Source: an optimization exercise on an open RTL-to-GDS flow (aim: small area, a short achievable clock period and few clock cycles per item). Production flows keep margins and buffers that such runs may drop.
RTL that was checked went through simulation tests only; none was proved equivalent to the original.
Power and IR drop assume default switching activity.

==> inputs of branch xenon <==
==> flow/design.v (excerpt) <==
module functional_unit(
    input [9:0] y_input,
    input clk,
    input start,
    input rst_n,
    output [1:0] state,
    output [7:0] x_guess,
    output done
    );
    genvar i;
    wire [9:0] y = y_input;
    wire [5:0] r1, r0;
    wire [4:0] q;
    assign r1[5] = 1'b0;
    assign r0[5] = 1'b0;
    generate for (i = 4; i >= 0; i = i - 1) begin : dv
        wire nb = y[i+5];
        assign q[i]  = r1[i+1] | (r0[i+1] & nb);
        assign r1[i] = (~r1[i+1] & r0[i+1] & ~nb) | (r1[i+1] & nb);
        assign r0[i] = (~r1[i+1] & ~r0[i+1] & nb) | (r1[i+1] & ~nb);
    end endgenerate
    localparam [639:0] TC = 640'had6b5a5294a4e739ce5294a518c630842107bdef7b9ce739ad6b5ac6318b5ad6b5294a525294a5084210739ce6318c6294a5290842106318c6210841;
    wire [4:0] c = TC[{r1[0], r0[0], y[4:0]}*5 +: 5];
    wire lo = y < 10'd298;
    wire hi = y >= 10'd910;
    wire [3:0] ah_n = hi ? 4'd9 : lo ? 4'd0 : q[3:0];
    wire [4:0] c_n = hi ? 5'd11 : lo ? 5'd0 : c;
    reg busy;
    reg [3:0] ah_q;
    reg [4:0] c_q;
    reg hi_q;
    always @(posedge clk) begin
        busy <= rst_n & start;
        ah_q <= ah_n;
        c_q <= c_n;
        hi_q <= hi;
    end
    wire [7:0] s = 20 * ah_q + c_q;
    assign x_guess = {s[7], s[5:0], hi_q};
    assign done = busy;
    assign state = {busy, 1'b0};
endmodule
==> module functional_unit, before the edit <==
module functional_unit(
    input [9:0] y_input,
    input clk,
    input start,
    input rst_n,
    output [1:0] state,
    output [7:0] x_guess,
    output done
    );
    genvar i;
    wire [9:0] y = y_input;
    wire [5:0] r1, r0;
    wire [4:0] q;
    assign r1[5] = 1'b0;
    assign r0[5] = 1'b0;
    generate for (i = 4; i >= 0; i = i - 1) begin : dv
        wire nb = y[i+5];
        assign q[i]  = r1[i+1] | (r0[i+1] & nb);
        assign r1[i] = (~r1[i+1] & r0[i+1] & ~nb) | (r1[i+1] & nb);
        assign r0[i] = (~r1[i+1] & ~r0[i+1] & nb) | (r1[i+1] & ~nb);
    end endgenerate
    localparam [639:0] TC = 640'had6b5a5294a4e739ce5294a518c630842107bdef7b9ce739ad6b5ac6318b5ad6b5294a525294a5084210739ce6318c6294a5290842106318c6210841;
    wire [4:0] c = TC[{r1[0], r0[0], y[4:0]}*5 +: 5];
    wire lo = y < 10'd298;
    wire hi = y >= 10'd910;
    wire [3:0] ah_n = hi ? 4'd9 : lo ? 4'd0 : q[3:0];
    wire [4:0] c_n = hi ? 5'd11 : lo ? 5'd0 : c;
    reg busy;
    reg [3:0] ah_q;
    reg [4:0] c_q;
    reg hi_q;
    always @(posedge clk) begin
        busy <= rst_n & start;
        ah_q <= ah_n;
        c_q <= c_n;
        hi_q <= hi;
    end
    wire [7:0] s = 20 * ah_q + c_q;
    assign x_guess = {s[7], s[5:0], hi_q};
    assign done = busy;
    assign state = {busy, 1'b0};
endmodule
clock: 16.0 ns
lec_check: 0
abc_area: 1
cap_margin: 20
core_area: 3 3 65 65
cts_buf_list: sky130_fd_sc_hd__clkbuf_2
cts_cluster_size: 30
die_area: 0 0 68 68
slew_margin: 20
standard.sh (not shown) runs the stock make flow with config.mk's settings and CLKGATE_MAP_FILE= SYNTH_SCRIPT=/design/flow/synth_recipe.tcl, a recipe that flattens the netlist after the stock synthesis.
==> flow/flow/run.sh <==
#!/bin/bash
# Own flow: the standard synthesis, its combinational logic re-mapped with a stronger
# ABC script (registers untouched), then the standard layout steps with small port buffers.
set -euo pipefail
W=$(pwd)
R=$W/orfs/results/${FLOW_PLATFORM}/functional_unit/base
YOSYS=${YOSYS_EXE:-$(command -v yosys || echo /OpenROAD-flow-scripts/tools/install/yosys/bin/yosys)}
LIB=$FLOW_HOME/platforms/${FLOW_PLATFORM}/lib/sky130_fd_sc_hd__tt_025C_1v80.lib
PORTBUF=${PORTBUF:-sky130_fd_sc_hd__buf_1}

bash standard.sh synth > standard_synth.log 2>&1
cp "$LIB" platform.lib
python3 flow/minilib.py platform.lib comb.lib > minilib.log 2>&1
cp "$R/1_2_yosys.v" std_synth.v
"$YOSYS" -s flow/post.ys > post_synth.log 2>&1
cp post_synth.v "$R/1_2_yosys.v"
rm -f "$R/1_synth.odb" "$R/1_synth.sdc"
bash standard.sh "BUFFER_PORTS_ARGS=-buffer_cell $PORTBUF" finish > standard_finish.log 2>&1
==> flow/flow/area.abc <==
strash
balance; rewrite; refactor; balance; rewrite; rewrite -z; balance; refactor -z; rewrite -z; balance
&get -n
&deepsyn -T 30 -S 1

&put
dch -f; amap
topo
==> flow/flow/post.ys <==
# Re-map the combinational logic of the standard synthesis netlist with a stronger
# ABC script, separately for the logic before the registers (from the inputs) and the
# logic after them (to the outputs). Flip-flops and tie cells stay as they are
# (same instances, same names).
read_liberty -ignore_redef comb.lib
read_liberty -lib -ignore_redef platform.lib
read_verilog std_synth.v
hierarchy -top functional_unit
flatten
opt -purge
techmap
opt -purge
select -set s2 o:x_guess %ci*:-sky130_fd_sc_hd__dfxtp_1
abc -script flow/area.abc -liberty comb.lib @s2 %n
select -set s2 o:x_guess %ci*:-sky130_fd_sc_hd__dfxtp_1
abc -script flow/area.abc -liberty comb.lib @s2
opt_clean -purge
tee -o post_synth.stat stat -liberty platform.lib
write_verilog -noattr -noexpr post_synth.v
Other scripts of this flow, unchanged in this note and not shown: flow/flow/minilib.py
==> inputs of branch umber, as changes to branch xenon <==
==> flow/design.v (replaced) <==
module functional_unit(
    input [9:0] y_input,
    input clk,
    input start,
    input rst_n,
    output [1:0] state,
    output [7:0] x_guess,
    output done
    );
    genvar i;
    wire [9:0] y = y_input;
    wire [7:0] r1, r0;
    wire [6:0] a;
    assign r1[7] = 1'b0;
    assign r0[7] = 1'b0;
    generate for (i = 6; i >= 0; i = i - 1) begin : dv
        wire nb = y[i+3];
        assign a[i]  = r1[i+1] | (r0[i+1] & nb);
        assign r1[i] = (~r1[i+1] & r0[i+1] & ~nb) | (r1[i+1] & nb);
        assign r0[i] = (~r1[i+1] & ~r0[i+1] & nb) | (r1[i+1] & ~nb);
    end endgenerate
    wire [4:0] b = {r1[0], r0[0], y[2:0]};
    reg [2:0] t1;
    always @(*) begin
        case (b)
            5'd0: t1 = 3'd1;
            5'd1, 5'd2, 5'd3, 5'd4: t1 = 3'd2;
            5'd5, 5'd6, 5'd7, 5'd8, 5'd9: t1 = 3'd3;
            5'd10, 5'd11, 5'd12, 5'd13, 5'd14: t1 = 3'd4;
            5'd15, 5'd16, 5'd17, 5'd18, 5'd19: t1 = 3'd5;
            default: t1 = 3'd6;
        endcase
    end
    reg busy;
    reg [5:0] a_q;      
    reg [2:0] t1_q;
    reg hi_q;
    always @(posedge clk) begin
        busy <= rst_n & start;
        a_q <= a[5:0];
        t1_q <= t1;
        hi_q <= y >= 10'd910;
    end
    wire [8:0] p = {1'b0, a_q, 2'b00};
    wire [8:0] w = {3'b000, a_q};
    wire [8:0] u = {6'd0, t1_q};
    wire [9:0] c1, c2;
    wire [8:0] m, s;
    assign c1[0] = 1'b0;
    assign c2[0] = 1'b0;
    generate for (i = 0; i < 9; i = i + 1) begin : add
        assign m[i] = w[i] ^ u[i] ^ c1[i];
        assign c1[i+1] = (w[i] & u[i]) | (w[i] & c1[i]) | (u[i] & c1[i]);
        assign s[i] = p[i] ^ m[i] ^ c2[i];
        assign c2[i+1] = (p[i] & m[i]) | (p[i] & c2[i]) | (m[i] & c2[i]);
    end endgenerate
    wire ok = s[7] | s[6];
    assign x_guess = hi_q ? 8'd255 : ok ? {s[7], s[5:0], 1'b0} : 8'd0;
    assign done = busy;
    assign state = {busy, 1'b0};
endmodule
==> flow/flow/heavy.abc (new file) <==
strash
balance; rewrite; refactor; balance; rewrite; rewrite -z; balance; refactor -z; rewrite -z; balance
balance -l; resub -K 6 -l; rewrite -l; resub -K 6 -N 2 -l; refactor -l; resub -K 8 -l; balance -l; resub -K 8 -N 2 -l; rewrite -l; resub -K 10 -l; rewrite -z -l; resub -K 10 -N 2 -l; balance -l; resub -K 12 -l; refactor -z -l; resub -K 12 -N 2 -l; rewrite -z -l; balance -l
dch -f
amap
topo
==> flow/flow/post.ys (replaced) <==
# Re-map the combinational logic of the standard synthesis netlist with a stronger
# ABC script. Flip-flops and tie cells stay as they are (same instances, same names).
read_liberty -ignore_redef comb.lib
read_liberty -lib -ignore_redef platform.lib
read_verilog std_synth.v
hierarchy -top functional_unit
flatten
opt -purge
techmap
opt -purge
abc -script flow/heavy.abc -liberty comb.lib
opt_clean -purge
tee -o post_synth.stat stat -liberty platform.lib
write_verilog -noattr -noexpr post_synth.v
ABC_AREA = unset   (was 1)
CTS_BUF_LIST = unset   (was sky130_fd_sc_hd__clkbuf_2)
CTS_CLUSTER_SIZE = unset   (was 30)
removed: flow/flow/area.abc
==> summary of the runs <==
- Branch umber ran to the end with no violations. Branch xenon completed without violations.
- In branch umber the clock power is higher than in branch xenon, by about 80%.
- Against branch xenon, the setup slack of branch umber is lower by 0.85 ns.
- First-iteration DRC count: branch xenon is larger than branch umber (65%).
- Non-clock buffer count is the same in branch umber and branch xenon.
- Synthesized area: branch umber is larger than branch xenon (about 9%).
No functional check of the RTL was part of any run of this note.

==> inputs of build 87 <==
Another version of the RTL of functional_unit (not shown whole).
==> module functional_unit, before the edit <==
module functional_unit(
    input [9:0] y_input,
    input clk,
    input start,
    input rst_n,
    output [1:0] state,
    output [7:0] x_guess,
    output done
    );
    genvar i;
    wire [9:0] y = y_input;
    wire [7:0] r1, r0;
    wire [6:0] a;
    assign r1[7] = 1'b0;
    assign r0[7] = 1'b0;
    generate for (i = 6; i >= 0; i = i - 1) begin : dv
        wire nb = y[i+3];
        assign a[i]  = r1[i+1] | (r0[i+1] & nb);
        assign r1[i] = (~r1[i+1] & r0[i+1] & ~nb) | (r1[i+1] & nb);
        assign r0[i] = (~r1[i+1] & ~r0[i+1] & nb) | (r1[i+1] & ~nb);
    end endgenerate
    wire [4:0] b = {r1[0], r0[0], y[2:0]};
    reg [2:0] t1;
    always @(*) begin
        case (b)
            5'd0: t1 = 3'd1;
            5'd1, 5'd2, 5'd3, 5'd4: t1 = 3'd2;
            5'd5, 5'd6, 5'd7, 5'd8, 5'd9: t1 = 3'd3;
            5'd10, 5'd11, 5'd12, 5'd13, 5'd14: t1 = 3'd4;
            5'd15, 5'd16, 5'd17, 5'd18, 5'd19: t1 = 3'd5;
            default: t1 = 3'd6;
        endcase
    end
    wire lo = y < 10'd298;
    wire hi = y >= 10'd910;
    reg busy;
    reg [5:0] a_q;      
    reg [2:0] t1_q;
    reg hi_q;
    always @(posedge clk) begin
        busy <= rst_n & start;
        a_q <= hi ? 6'd37 : lo ? 6'd0 : a[5:0];
        t1_q <= hi ? 3'd6 : lo ? 3'd0 : t1;
        hi_q <= hi;
    end
    wire [8:0] p = {1'b0, a_q, 2'b00};
    wire [8:0] w = {3'b000, a_q};
    wire [8:0] u = {6'd0, t1_q};
    wire [9:0] c1, c2;
    wire [8:0] m, s;
    assign c1[0] = 1'b0;
    assign c2[0] = 1'b0;
    generate for (i = 0; i < 9; i = i + 1) begin : add
        assign m[i] = w[i] ^ u[i] ^ c1[i];
        assign c1[i+1] = (w[i] & u[i]) | (w[i] & c1[i]) | (u[i] & c1[i]);
        assign s[i] = p[i] ^ m[i] ^ c2[i];
        assign c2[i+1] = (p[i] & m[i]) | (p[i] & c2[i]) | (m[i] & c2[i]);
    end endgenerate
    assign x_guess = {s[7], s[5:0], hi_q};
    assign done = busy;
    assign state = {busy, 1'b0};
endmodule
==> flow/config.mk <==
export PLATFORM = sky130hd
export DESIGN_NAME = functional_unit
export DESIGN_NICKNAME = functional_unit
export VERILOG_FILES = /design/flow/design.v
export SDC_FILE = /design/flow/constraint.sdc
export NUM_CORES = 4
export LEC_CHECK = 0
export ABC_AREA = 1
export CAP_MARGIN = 20
export CORE_AREA = 3 3 65 65
export DIE_AREA = 0 0 68 68
export SLEW_MARGIN = 20
==> flow/constraint.sdc <==
create_clock -name core_clock -period 16.0 [get_ports {clk}]
set_input_delay 3.2000 -clock core_clock [delete_from_list [all_inputs] [get_ports {clk}]]
set_output_delay 3.2000 -clock core_clock [all_outputs]
set_load 0.01 [all_outputs]
==> flow/flow/heavy.abc <==
strash
balance; rewrite; refactor; balance; rewrite; rewrite -z; balance; refactor -z; rewrite -z; balance
balance -l; resub -K 6 -l; rewrite -l; resub -K 6 -N 2 -l; refactor -l; resub -K 8 -l; balance -l; resub -K 8 -N 2 -l; rewrite -l; resub -K 10 -l; rewrite -z -l; resub -K 10 -N 2 -l; balance -l; resub -K 12 -l; refactor -z -l; resub -K 12 -N 2 -l; rewrite -z -l; balance -l
dch -f
amap
topo
==> flow/flow/minilib.py <==
# Writes a Liberty file holding only the platform's combinational logic cells
# (no flip-flops, latches, clock gates, tie/fill/tap/decap cells, don't-use cells),
# so that Yosys can read them as logic and ABC can map to them.
import re, sys
src = open(sys.argv[1]).read()
i = src.find('cell (')
out = [src[:i]]
pos = i
skip_prefix = ('df', 'sdf', 'dl', 'sed', 'edf', 'ebuf', 'einv', 'conb', 'tap', 'fill',
               'decap', 'diode', 'dfr')
while True:
    j = src.find('cell (', pos)
    if j < 0:
        break
    k = src.find('{', j)
    d = 1
    m = k + 1
    while d:
        c = src[m]
        if c == '{':
            d += 1
        elif c == '}':
            d -= 1
        m += 1
    blk = src[j:m]
    name = re.match(r'cell \("?(\w+)"?\)', blk).group(1)
    base = name.split('__')[1]
    if ('statetable' not in blk and ' ff (' not in blk and ' ff(' not in blk
            and 'latch' not in blk and 'lpflow' not in name and 'probe' not in name
            and 'clkdly' not in name and not base.startswith(skip_prefix)):
        out.append(blk + "\n")
    pos = m
out.append("}\n")
open(sys.argv[2], 'w').write("".join(out))
==> flow/flow/post.ys <==
# Re-map the combinational logic of the standard synthesis netlist with a stronger
# ABC script. Flip-flops and tie cells stay as they are (same instances, same names).
read_liberty -ignore_redef comb.lib
read_liberty -lib -ignore_redef platform.lib
read_verilog std_synth.v
hierarchy -top functional_unit
flatten
opt -purge
techmap
opt -purge
abc -script flow/heavy.abc -liberty comb.lib
opt_clean -purge
tee -o post_synth.stat stat -liberty platform.lib
write_verilog -noattr -noexpr post_synth.v
Scripts as last shown in full above: flow/flow/run.sh
==> trial 49: changes against build 87 <==
==> flow/design.v (replaced) <==
module functional_unit(
    input [9:0] y_input,
    input clk,
    input start,
    input rst_n,
    output [1:0] state,
    output [7:0] x_guess,
    output done
    );
    genvar i;
    wire [9:0] y = y_input;
    wire [6:0] r1, r0;
    wire [5:0] q;
    assign r1[6] = 1'b0;
    assign r0[6] = 1'b0;
    generate for (i = 5; i >= 0; i = i - 1) begin : dv
        wire nb = y[i+4];
        assign q[i]  = r1[i+1] | (r0[i+1] & nb);
        assign r1[i] = (~r1[i+1] & r0[i+1] & ~nb) | (r1[i+1] & nb);
        assign r0[i] = (~r1[i+1] & ~r0[i+1] & nb) | (r1[i+1] & ~nb);
    end endgenerate
    localparam [255:0] TC = 256'h0000000000000000bbbbaaaaa999998888877776666655555444443333322221;
    wire [3:0] c = TC[{r1[0], r0[0], y[3:0]}*4 +: 4];
    wire lo = y < 10'd298;
    wire hi = y >= 10'd910;
    reg busy;
    reg [4:0] ah_q;      
    reg [3:0] c_q;
    always @(posedge clk) begin
        busy <= rst_n & start;
        ah_q <= hi ? 5'd19 : lo ? 5'd0 : q[4:0];
        c_q <= hi ? 4'd1 : lo ? 4'd0 : c;
    end
    wire [7:0] s = 8'd10 * ah_q + c_q;
    wire top = ah_q[4] & ah_q[1] & ah_q[0];    
    assign x_guess = {s[7], s[5:0], top};
    assign done = busy;
    assign state = {busy, 1'b0};
endmodule
==> flow/flow/area.abc (new file) <==
strash
balance; rewrite; refactor; balance; rewrite; rewrite -z; balance; refactor -z; rewrite -z; balance
&get -n
&deepsyn -T 30 -S 1

&put
dch -f; amap
topo
--- a/flow/flow/post.ys
+++ b/flow/flow/post.ys
@@ -9,5 +9,5 @@
 techmap
 opt -purge
-abc -script flow/heavy.abc -liberty comb.lib
+abc -script flow/area.abc -liberty comb.lib
 opt_clean -purge
 tee -o post_synth.stat stat -liberty platform.lib
--- a/flow/config.mk
+++ b/flow/config.mk
@@ -9,4 +9,6 @@
 export CAP_MARGIN = 20
 export CORE_AREA = 3 3 65 65
+export CTS_BUF_LIST = sky130_fd_sc_hd__clkbuf_2
+export CTS_CLUSTER_SIZE = 30
 export DIE_AREA = 0 0 68 68
 export SLEW_MARGIN = 20
removed: flow/flow/heavy.abc
==> notes.md <==
- Of build 87 and trial 49, build 87 has the higher sequential share of layout area (gap 0.52 points).
- Of build 87 and trial 49, build 87 has the higher area after synthesis (gap about 5%, measured against trial 49).
- In build 87 the critical path depth is lower than in trial 49, by 1.
- In trial 49 the final cell count is smaller than in build 87, by about 4.3%.
- Against build 87, the total power of trial 49 is smaller by 27%.
Testbench counts of build 87, summed over its fixed seeds: cycles 6,400, items 3,200.
Function not checked in trial 49: the RTL went through the layout flow alone.

[what the ideal ports hide]
The flow's constraints put no driver on any port. The routed layouts listed below were extracted and timed again, unchanged, in two steps.
Step 1 assumes that a clkbuf_16 drives the clock port and a buf_2 every other input.
Step 2 also shifts input and output timing later by t, the mid clock arrival at the registers, as if the neighbouring blocks saw the same clock.
a / b / c = ideal / step 1 / step 2; a / b = the first two.
| run | t, ns | slack for setup (ns) | hold WS [ns] |
|---|---|---|---|
| branch xenon | 0.255 | 10.519 / 10.505 / 10.250 | 3.145 / 3.153 / 3.408 |
| branch umber | 0.252 | 9.668 / 9.648 / 9.899 | 3.157 / 3.160 / 3.412 |
| build 87 | 0.252 | 10.096 / 10.075 / 10.177 | 3.162 / 3.164 / 3.416 |
| trial 49 | 0.246 | 9.924 / 9.918 / 9.672 | 3.150 / 3.159 / 3.405 |
After both steps every run listed still meets setup and hold. The setup slack of branch xenon, which loses most, moves by -0.014 ns with the drivers and by -0.269 ns with both steps.
